This is an optimization exercise on Yosys and OpenROAD, whose aim is small area, a short achievable clock period and few clock cycles per item, not a production implementation. The RTL was checked by simulation tests, not by an equivalence proof against the original design.

==> wip/garnet <==
## mul
module mul #(
	parameter DW = 13+(5+$clog2(4))
)
(
	input mul_exeparam_valid,
	output mul_execute_ready,
	input [DW-1:0] mul_exeparam,
	output mul_writeback_valid,
	output [63:0] mul_res_qout,
	output [(5+$clog2(4))-1:0] mul_rd0_qout,
	input [63:0] src1,
	input [63:0] src2,
	input flush,
	input CLK,
	input RSTn
);
clock: 14.0 ns
lec_check: 0
cap_margin: 20
core_margin: 2
core_utilization: 40
setup_slack_margin: 5
slew_margin: 20
standard.sh (not shown) runs the stock make flow with config.mk's settings and CLKGATE_MAP_FILE= SYNTH_SCRIPT=/design/flow/synth_recipe.tcl, a recipe that flattens the netlist after the stock synthesis.
==> flow/flow/run.sh <==
#!/bin/bash
set -euo pipefail
bash standard.sh SETUP_SLACK_MARGIN=6 finish > standard.log 2>&1
==> wip/indigo (differences from wip/garnet) <==
==> flow/run.sh (new file) <==
#!/bin/bash
# synth_recipe.tcl (not shown) runs the flow's synth.tcl, then flattens the netlist and writes it again
# the make line also repeats each setting of config.mk as NAME=value (left out here)
make -C /OpenROAD-flow-scripts/flow DESIGN_CONFIG=/design/flow/config.mk WORK_HOME=/design/flow/orfs CLKGATE_MAP_FILE= SYNTH_SCRIPT=/design/flow/synth_recipe.tcl finish
--- a/flow/config.mk
+++ b/flow/config.mk
@@ -10,2 +10,4 @@
 export CORE_UTILIZATION = 40
+export CTS_BUF_LIST = sky130_fd_sc_hd__clkbuf_8
+export CTS_CLUSTER_SIZE = 20
 export SETUP_SLACK_MARGIN = 5
removed: flow/flow/run.sh
removed: flow/standard.sh
==> comparison table <==
                                                                    wip/garnet         wip/indigo
Result of the run                             no timing/DRC/antenna violations  no timing/DRC/antenna violations
DPL Wire Length                                                         393 mm             398 mm
Number of H-tree levels                                                      3                  4
Register-to-Register Path Depth                                             27                 31
Diodes inserted                                                             26                 27
Share of post-route cells with drive strength above 1                    11.1%              6.35%
Final core utilization                                                   46.9%              44.2%
Worst Clk Skew                                                       0.0783 ns           0.103 ns
Worst r2r src                                                mu_q[3]$_DFFE_PP_  du_r[6]$_DFFE_PP_
Minimum clock period                                                   8.32 ns            8.98 ns
Filler instances                                                         27.7k              28.5k
Number of DRC violations after detailed-routing iteration 0              14.8k              13.0k
Cells resized by post-CTS repair                                           474                145
Highest cell delay on the worst timing path                            0.86 ns            0.56 ns
Clock insertion delay at the later pin of the skew report              0.89 ns            1.05 ns
Worst reg2reg setup slack                                              5.68 ns            5.02 ns
Via total after detailed routing                                          109k               106k
Via count of the first global-routing pass                                101k               100k
Testbench counts of wip/garnet, summed over its fixed seeds: cycles 5,288, items 2,560.
Testbench counts of wip/indigo, summed over its fixed seeds: cycles 5,288, items 2,560.

* * *

==> inputs of v32 <==
==> flow/design.v <==
`timescale 1 ns / 1 ps
module gen_dffr # (
	parameter DW = 32,
	parameter rstValue = {DW{1'b0}}
)
(
	input [DW-1:0] dnxt,
	output [DW-1:0] qout,
	input CLK,
	input RSTn
);
reg [DW-1:0] qout_r;
always @(posedge CLK or negedge RSTn) begin
	if ( ~RSTn )
		qout_r <= rstValue;
	else                  
		qout_r <= dnxt;
end
assign qout = qout_r;
endmodule
`timescale 1 ns / 1 ps
module gen_rsffr # (
	parameter DW = 1,
	parameter rstValue = {DW{1'b0}}
)
(
	input [DW-1:0] set_in,
	input [DW-1:0] rst_in,
	output [DW-1:0] qout,
	input CLK,
	input RSTn
);
reg [DW-1:0] qout_r;
generate
	for ( genvar i = 0; i < DW; i = i + 1 ) begin
		always @(posedge CLK or negedge RSTn) begin
			if ( ~RSTn ) begin
				qout_r[i] <= rstValue[i];
			end 
			else begin
				qout_r[i] <= qout_r[i];
				if ( set_in[i] ) begin
					qout_r[i] <= 1'b1;
				end
				if ( rst_in[i] ) begin
					qout_r[i] <= 1'b0;	
				end
			end
		end
	end
endgenerate
assign qout = qout_r;
endmodule
`timescale 1 ns / 1 ps
module mul #(
	parameter DW = 13+(5+$clog2(4))
)
(
	input mul_exeparam_valid,
	output mul_execute_ready,
	input [DW-1:0] mul_exeparam,
	output mul_writeback_valid,
	output [63:0] mul_res_qout,
	output [(5+$clog2(4))-1:0] mul_rd0_qout,
	input [63:0] src1,
	input [63:0] src2,
	input flush,
	input CLK,
	input RSTn
);
	function [6:0] bitlen64;
		input [63:0] v;
		integer j;
		begin
			bitlen64 = 7'd0;
			for (j = 0; j < 64; j = j + 1)
				if (v[j]) bitlen64 = j + 1;
		end
	endfunction
	function lowmask64;
		input [63:0] v;
		begin
			lowmask64 = ((v >> 1) & ~v) == 64'd0;
		end
	endfunction
	function [2:0] chunks;
		input [63:0] v;
		input s;
		begin
			if (s ? (&v[63:15] | ~|v[63:15]) : ~|v[63:16]) chunks = 3'd1;
			else if (s ? (&v[63:31] | ~|v[63:31]) : ~|v[63:32]) chunks = 3'd2;
			else if (s ? (&v[63:47] | ~|v[63:47]) : ~|v[63:48]) chunks = 3'd3;
			else chunks = 3'd4;
		end
	endfunction
	wire [12:0] in_op = mul_exeparam[19:7];
	wire in_mulw = in_op[4];
	wire in_ms_a = in_op[12] | in_op[11] | in_op[10] | in_op[4];
	wire in_ms_b = in_op[12] | in_op[11] | in_op[4];
	wire [63:0] in_ma = in_mulw ? {{32{src1[31]}}, src1[31:0]} : src1;
	wire [63:0] in_mb = in_mulw ? {{32{src2[31]}}, src2[31:0]} : src2;
	wire in_dword = in_op[3] | in_op[2] | in_op[1] | in_op[0];
	wire in_dsgn = in_op[8] | in_op[6] | in_op[3] | in_op[1];
	reg ready_q;
	reg c_valid;
	reg [63:0] c_a, c_b;
	reg [12:0] c_op;
	reg [6:0] c_tag;
	reg [2:0] na, nb;
	reg [6:0] la, lb;
	reg d_zero;
	always @(posedge CLK) begin
		if (ready_q) begin
			c_a <= src1;
			c_b <= src2;
			c_op <= in_op;
			c_tag <= mul_exeparam[6:0];
			na <= chunks(in_ma, in_ms_a);
			nb <= chunks(in_mb, in_ms_b);
			la <= abslen(src1, in_dword, in_dsgn);
			lb <= abslen(src2, in_dword, in_dsgn);
			d_zero <= in_dword ? (src2[31:0] == 32'd0) : (src2 == 64'd0);
		end
	end
	wire op_mul    = c_op[12];
	wire op_mulh   = c_op[11];
	wire op_mulhsu = c_op[10];
	wire op_mulhu  = c_op[9];
	wire op_div    = c_op[8];
	wire op_divu   = c_op[7];
	wire op_rem    = c_op[6];
	wire op_remu   = c_op[5];
	wire op_mulw   = c_op[4];
	wire op_divw   = c_op[3];
	wire op_divuw  = c_op[2];
	wire op_remw   = c_op[1];
	wire op_remuw  = c_op[0];
	wire c_is_mul = op_mul | op_mulh | op_mulhsu | op_mulhu | op_mulw;
	wire ms_a = op_mul | op_mulh | op_mulhsu | op_mulw;
	wire ms_b = op_mul | op_mulh | op_mulw;
	wire [63:0] ma = op_mulw ? {{32{c_a[31]}}, c_a[31:0]} : c_a;
	wire [63:0] mb = op_mulw ? {{32{c_b[31]}}, c_b[31:0]} : c_b;
	wire mswap = na < nb;
	wire [64:0] m_x = mswap ? {ms_b & mb[63], mb} : {ms_a & ma[63], ma};
	wire [63:0] m_y = mswap ? ma : mb;
	wire m_ys = mswap ? ms_a : ms_b;
	wire [2:0] m_n = mswap ? na : nb;
	wire d_word = op_divw | op_divuw | op_remw | op_remuw;
	wire d_sgn = op_div | op_rem | op_divw | op_remw;
	wire d_isrem = op_rem | op_remu | op_remw | op_remuw;
	wire [63:0] da = d_word ? {{32{d_sgn & c_a[31]}}, c_a[31:0]} : c_a;
	wire [63:0] db = d_word ? {{32{d_sgn & c_b[31]}}, c_b[31:0]} : c_b;
	wire d_nega = d_sgn & da[63];
	wire d_negb = d_sgn & db[63];
	wire [63:0] d_absa = d_nega ? -da : da;
	wire [63:0] d_absb = d_negb ? -db : db;
	function [6:0] abslen;
		input [63:0] v;
		input word, sgn;
		reg [6:0] l64p, l64n, l32p, l32n;
		begin
			l64p = bitlen64(v);
			l64n = bitlen64(~v) + {6'd0, lowmask64(~v)};
			l32p = bitlen64({32'd0, v[31:0]});
			l32n = bitlen64({32'd0, ~v[31:0]}) + {6'd0, lowmask64({32'd0, ~v[31:0]})};
			if (word) abslen = (sgn & v[31]) ? l32n : l32p;
			else abslen = (sgn & v[63]) ? l64n : l64p;
		end
	endfunction
	wire [7:0] d_t = {1'b0, la} - {1'b0, lb};
	wire [7:0] d_t4 = d_t + 8'd4;
	wire [4:0] d_n = (d_zero | d_t[7] | (d_t == 8'd0)) ? 5'd1 : d_t4[6:2];
	wire [63:0] r0 = d_absa;
	wire [63:0] r2 = d_n[0] ? {r0[3:0], r0[63:4]} : r0;
	wire [63:0] r3 = d_n[1] ? {r2[7:0], r2[63:8]} : r2;
	wire [63:0] r4 = d_n[2] ? {r3[15:0], r3[63:16]} : r3;
	wire [63:0] r5 = d_n[3] ? {r4[31:0], r4[63:32]} : r4;
	wire [63:0] d_mask = {64{1'b1}} >> {d_n, 2'b0};
	wire [63:0] d_r = r5 & d_mask;
	wire [63:0] d_q = r5 & ~d_mask;
	wire [65:0] d_abs3 = {2'b0, d_absb} + {1'b0, d_absb, 1'b0};
	reg i_valid;
	reg [5:0] i_cnt;
	reg i_last;            
	reg [2:0] i_n;
	reg [81:0] i_acc;      
	reg [63:0] i_q;        
	reg [64:0] i_x;        
	reg [65:0] i_x3;       
	reg i_yb;              
	reg i_ys;              
	reg [6:0] i_tag;
	reg i_mul, i_mulw, i_mulhi, i_word, i_rem, i_neg, i_zero;
	wire i_end = i_valid & i_last;
	wire i_free = ~i_valid | i_last;
	wire p_move = c_valid & i_free;
	wire c_valid_next = ~flush & ((mul_exeparam_valid & ready_q) | (c_valid & ~p_move));
	wire [16:0] m_d = {i_last & i_ys & i_q[15], i_q[15:0]};
	wire signed [81:0] m_prod = $signed(i_x) * $signed(m_d);
	wire signed [81:0] m_acc = $signed(i_acc) >>> 16;
	wire [81:0] m_next = m_prod + m_acc;
	wire [63:0] m_qnext = {m_next[15:0], i_q[63:16]};
	function [65:0] rdx4;      
		input [63:0] r;
		input [1:0] nb;
		input [63:0] d;
		input [65:0] d3;
		reg [65:0] t;
		reg [66:0] e1, e2, e3;
		reg q1, q2, q3;
		begin
			t = {r, nb};
			e1 = {1'b0, t} - {3'b0, d};
			e2 = {1'b0, t} - {2'b0, d, 1'b0};
			e3 = {1'b0, t} - {1'b0, d3};
			q1 = ~e1[66]; q2 = ~e2[66]; q3 = ~e3[66];
			rdx4[63:0] = q3 ? e3[63:0] : q2 ? e2[63:0] : q1 ? e1[63:0] : t[63:0];
			rdx4[65:64] = {q2, q3 | (q1 & ~q2)};
		end
	endfunction
	wire [65:0] dv1 = rdx4(i_acc[63:0], i_q[63:62], i_x[63:0], i_x3);
	wire [65:0] dv2 = rdx4(dv1[63:0], i_q[61:60], i_x[63:0], i_x3);
	wire [63:0] r2n = dv2[63:0];
	wire [63:0] q2n = {i_q[59:0], dv1[65:64], dv2[65:64]};
	wire [5:0] new_n = c_is_mul ? {3'd0, m_n} : {1'b0, d_n};
	wire [5:0] cnt_next = p_move ? new_n : i_cnt - 6'd1;
	wire i_valid_next = ~flush & (p_move | (i_valid & ~i_last));
	wire last_next = (cnt_next == 6'd1);
	wire ready_next = ~c_valid_next | ~i_valid_next | last_next;
	always @(posedge CLK) begin
		if (p_move) begin
			i_n <= m_n;
			i_acc <= c_is_mul ? 82'd0 : {18'd0, d_r};
			i_q <= c_is_mul ? m_y : d_q;
			i_x <= c_is_mul ? m_x : {1'b0, d_absb};
			i_x3 <= d_abs3;
			i_yb <= 1'b0;
			i_ys <= m_ys;
			i_tag <= c_tag;
			i_mul <= c_is_mul;
			i_mulw <= op_mulw;
			i_mulhi <= op_mulh | op_mulhsu | op_mulhu;
			i_word <= d_word;
			i_rem <= d_isrem;
			i_neg <= d_isrem ? d_nega : (d_nega ^ d_negb);
			i_zero <= d_zero;
		end else begin
			i_acc <= i_mul ? m_next : {18'd0, r2n};
			i_q <= i_mul ? m_qnext : q2n;
			i_yb <= i_q[15];
		end
	end
	reg [63:0] lo64;
	always @(*) begin
		case (i_n)
			3'd1: lo64 = m_next[63:0];
			3'd2: lo64 = {m_next[47:0], i_q[63:48]};
			3'd3: lo64 = {m_next[31:0], i_q[63:32]};
			default: lo64 = {m_next[15:0], i_q[63:16]};
		endcase
	end
	reg [63:0] hi64;
	always @(*) begin
		case (i_n)
			3'd1: hi64 = {{46{m_next[81]}}, m_next[81:64]};
			3'd2: hi64 = {{30{m_next[81]}}, m_next[81:48]};
			3'd3: hi64 = {{14{m_next[81]}}, m_next[81:32]};
			default: hi64 = m_next[79:16];
		endcase
	end
	reg g_valid;
	reg [63:0] g_res;
	reg [6:0] g_tag;
	reg g_mul, g_mulw, g_word, g_rem, g_neg, g_zero;
	always @(posedge CLK) begin
		g_res <= i_mul ? (i_mulhi ? hi64 : lo64) : (i_rem ? r2n : q2n);
		g_tag <= i_tag;
		g_mul <= i_mul;
		g_mulw <= i_mulw;
		g_word <= i_word;
		g_rem <= i_rem;
		g_neg <= i_neg;
		g_zero <= i_zero;
	end
	always @(posedge CLK or negedge RSTn) begin
		if (~RSTn) begin
			ready_q <= 1'b1;
			c_valid <= 1'b0;
			i_valid <= 1'b0;
			i_cnt <= 6'd0;
			i_last <= 1'b0;
			g_valid <= 1'b0;
		end else begin
			ready_q <= ready_next;
			c_valid <= c_valid_next;
			i_valid <= i_valid_next;
			i_cnt <= cnt_next;
			i_last <= last_next;
			g_valid <= i_end & ~flush;
		end
	end
	wire [63:0] m_res = g_mulw ? {{32{g_res[31]}}, g_res[31:0]} : g_res;
	wire [63:0] d_sres = g_neg ? -g_res : g_res;
	wire [63:0] d_res1 = (g_zero & ~g_rem) ? {64{1'b1}} : d_sres;
	wire [63:0] d_res = g_word ? {{32{d_res1[31]}}, d_res1[31:0]} : d_res1;
	reg [63:0] out_res;
	reg [6:0] out_tag;
	reg out_valid;
	always @(posedge CLK) begin
		out_res <= g_mul ? m_res : d_res;
		out_tag <= g_tag;
	end
	always @(posedge CLK or negedge RSTn) begin
		if (~RSTn) out_valid <= 1'b0;
		else out_valid <= g_valid & ~flush;
	end
	assign mul_execute_ready = ready_q;
	assign mul_writeback_valid = out_valid;
	assign mul_res_qout = out_res;
	assign mul_rd0_qout = out_tag;
endmodule
==> flow/run.sh <==
#!/bin/bash
# synth_recipe.tcl (not shown) runs the flow's synth.tcl, then flattens the netlist and writes it again
# the make line also repeats each setting of config.mk as NAME=value (left out here)
make -C /OpenROAD-flow-scripts/flow DESIGN_CONFIG=/design/flow/config.mk WORK_HOME=/design/flow/orfs CLKGATE_MAP_FILE= SYNTH_SCRIPT=/design/flow/synth_recipe.tcl finish
==> flow/config.mk <==
export PLATFORM = sky130hd
export DESIGN_NAME = mul
export DESIGN_NICKNAME = mul
export VERILOG_FILES = /design/flow/design.v
export SDC_FILE = /design/flow/constraint.sdc
export NUM_CORES = 4
export LEC_CHECK = 0
export CAP_MARGIN = 20
export CORE_MARGIN = 2
export CORE_UTILIZATION = 40
export SETUP_SLACK_MARGIN = 5
export SLEW_MARGIN = 20
==> flow/constraint.sdc <==
create_clock -name core_clock -period 14.0 [get_ports {CLK}]
set_input_delay 2.8000 -clock core_clock [delete_from_list [all_inputs] [get_ports {CLK}]]
set_output_delay 2.8000 -clock core_clock [all_outputs]
set_load 0.01 [all_outputs]
==> inputs of v15, as changes to v32 <==
--- a/flow/design.v
+++ b/flow/design.v
@@ -169,15 +169,15 @@
 	endfunction
 	wire [7:0] d_t = {1'b0, la} - {1'b0, lb};
-	wire [7:0] d_t4 = d_t + 8'd4;
-	wire [4:0] d_n = (d_zero | d_t[7] | (d_t == 8'd0)) ? 5'd1 : d_t4[6:2];
+	wire [7:0] d_t2 = d_t + 8'd2;
+	wire [5:0] d_n = (d_zero | d_t[7] | (d_t == 8'd0)) ? 6'd1 : d_t2[6:1];
 	wire [63:0] r0 = d_absa;
-	wire [63:0] r2 = d_n[0] ? {r0[3:0], r0[63:4]} : r0;
-	wire [63:0] r3 = d_n[1] ? {r2[7:0], r2[63:8]} : r2;
-	wire [63:0] r4 = d_n[2] ? {r3[15:0], r3[63:16]} : r3;
-	wire [63:0] r5 = d_n[3] ? {r4[31:0], r4[63:32]} : r4;
-	wire [63:0] d_mask = {64{1'b1}} >> {d_n, 2'b0};
+	wire [63:0] r1 = d_n[0] ? {r0[1:0], r0[63:2]} : r0;
+	wire [63:0] r2 = d_n[1] ? {r1[3:0], r1[63:4]} : r1;
+	wire [63:0] r3 = d_n[2] ? {r2[7:0], r2[63:8]} : r2;
+	wire [63:0] r4 = d_n[3] ? {r3[15:0], r3[63:16]} : r3;
+	wire [63:0] r5 = d_n[4] ? {r4[31:0], r4[63:32]} : r4;
+	wire [63:0] d_mask = {64{1'b1}} >> {d_n, 1'b0};
 	wire [63:0] d_r = r5 & d_mask;
 	wire [63:0] d_q = r5 & ~d_mask;
-	wire [65:0] d_abs3 = {2'b0, d_absb} + {1'b0, d_absb, 1'b0};
 	reg i_valid;
 	reg [5:0] i_cnt;
@@ -187,5 +187,4 @@
 	reg [63:0] i_q;        
 	reg [64:0] i_x;        
-	reg [65:0] i_x3;       
 	reg i_yb;              
 	reg i_ys;              
@@ -201,27 +200,15 @@
 	wire [81:0] m_next = m_prod + m_acc;
 	wire [63:0] m_qnext = {m_next[15:0], i_q[63:16]};
-	function [65:0] rdx4;      
-		input [63:0] r;
-		input [1:0] nb;
-		input [63:0] d;
-		input [65:0] d3;
-		reg [65:0] t;
-		reg [66:0] e1, e2, e3;
-		reg q1, q2, q3;
-		begin
-			t = {r, nb};
-			e1 = {1'b0, t} - {3'b0, d};
-			e2 = {1'b0, t} - {2'b0, d, 1'b0};
-			e3 = {1'b0, t} - {1'b0, d3};
-			q1 = ~e1[66]; q2 = ~e2[66]; q3 = ~e3[66];
-			rdx4[63:0] = q3 ? e3[63:0] : q2 ? e2[63:0] : q1 ? e1[63:0] : t[63:0];
-			rdx4[65:64] = {q2, q3 | (q1 & ~q2)};
-		end
-	endfunction
-	wire [65:0] dv1 = rdx4(i_acc[63:0], i_q[63:62], i_x[63:0], i_x3);
-	wire [65:0] dv2 = rdx4(dv1[63:0], i_q[61:60], i_x[63:0], i_x3);
-	wire [63:0] r2n = dv2[63:0];
-	wire [63:0] q2n = {i_q[59:0], dv1[65:64], dv2[65:64]};
-	wire [5:0] new_n = c_is_mul ? {3'd0, m_n} : {1'b0, d_n};
+	wire [64:0] t1 = {i_acc[63:0], i_q[63]};
+	wire [65:0] s1 = {1'b0, t1} - {2'b0, i_x[63:0]};
+	wire g1 = ~s1[65];
+	wire [63:0] r1n = g1 ? s1[63:0] : t1[63:0];
+	wire [63:0] q1n = {i_q[62:0], g1};
+	wire [64:0] t2 = {r1n, q1n[63]};
+	wire [65:0] s2 = {1'b0, t2} - {2'b0, i_x[63:0]};
+	wire g2 = ~s2[65];
+	wire [63:0] r2n = g2 ? s2[63:0] : t2[63:0];
+	wire [63:0] q2n = {q1n[62:0], g2};
+	wire [5:0] new_n = c_is_mul ? {3'd0, m_n} : d_n;
 	wire [5:0] cnt_next = p_move ? new_n : i_cnt - 6'd1;
 	wire i_valid_next = ~flush & (p_move | (i_valid & ~i_last));
@@ -234,5 +221,4 @@
 			i_q <= c_is_mul ? m_y : d_q;
 			i_x <= c_is_mul ? m_x : {1'b0, d_absb};
-			i_x3 <= d_abs3;
 			i_yb <= 1'b0;
 			i_ys <= m_ys;
==> summary.txt <==
Std-Cell Rows: v15 168; v32 188
Multi-In Gates: v15 7903; v32 10380
Final worst path period share: v15 65.66%; v32 65.17%
Fraction of cell area in non-clock buffers: v15 5.806%; v32 6.888%
Max transition margin: v15 12.36%; v32 14.01%
Starting utilization of the core area: v15 40.27%; v32 40.19%
Final RePlAce weighted congestion: v15 1.102; v32 1.111
Worst-skew pair later-pin latency: v15 750 ps; v32 820 ps
Number of nets in the synthesized netlist: v15 11960; v32 15030
Fillers: v15 20950; v32 26800
Gate Count Post-Synth: v15 10380; v32 13130
Share of the synthesized area in the top cell type: v15 25.71%; v32 20.70%
Result of the run: v15 no timing/DRC/antenna violations; v32 no timing/DRC/antenna violations
Utilization after layout: v15 45.15%; v32 46.06%
Initial DRC Count: v15 9461; v32 13170
Layout-stage area growth over the synthesis result: v15 12.10%; v32 14.60%
Met2 track demand over resource in global routing: v15 62.90%; v32 68.26%
Metal-1 WL: v15 178900 um; v32 236700 um
Crit path to: v15 g_res[37]$_DFF_P_; v32 i_acc[63]$_DFF_P_
Post-synth EDFFs: v15 251; v32 317
Syn Std Cell Area: v15 84400 sq um; v32 105300 sq um
Worst reg2reg endpoint: v15 g_res[37]$_DFF_P_; v32 i_acc[63]$_DFF_P_
Placed Instances: v15 13070; v32 16660
Crit path required time: v15 14550 ps; v32 14730 ps
Testbench counts of v32, summed over its fixed seeds: cycles 6,185, items 2,560.
Testbench counts of v15, summed over its fixed seeds: cycles 8,120, items 2,560.

[separate check: timing with driven ports]
In the flow no input, the clock included, has a driving cell. The finished layouts below were timed again as built, in two steps. Step 1: set_driving_cell puts a clkbuf_16 on CLK and a buf_2 on each other input, an assumption about the parent block. Step 2 times the ports against the registers' clock, not the clock port: input delays grow and output delays shrink by t, the midpoint of the rising clock arrivals with the driver on. Three values: no drivers, after step 1, after step 2; two values: the first two.
| run | t, ns | slack for setup (ns) | worst setup path at the end |
|---|---|---|---|
| wip/garnet | 0.960 | 5.676 / 5.676 / 5.676 | register to register |
| wip/indigo | 1.108 | 5.019 / 5.019 / 5.019 | register to register |
| v32 | 0.861 | 4.876 / 4.876 / 4.876 | register to register |
| v15 | 0.815 | 4.808 / 4.808 / 4.808 | register to register |
After both steps setup and hold are still met in every run listed.
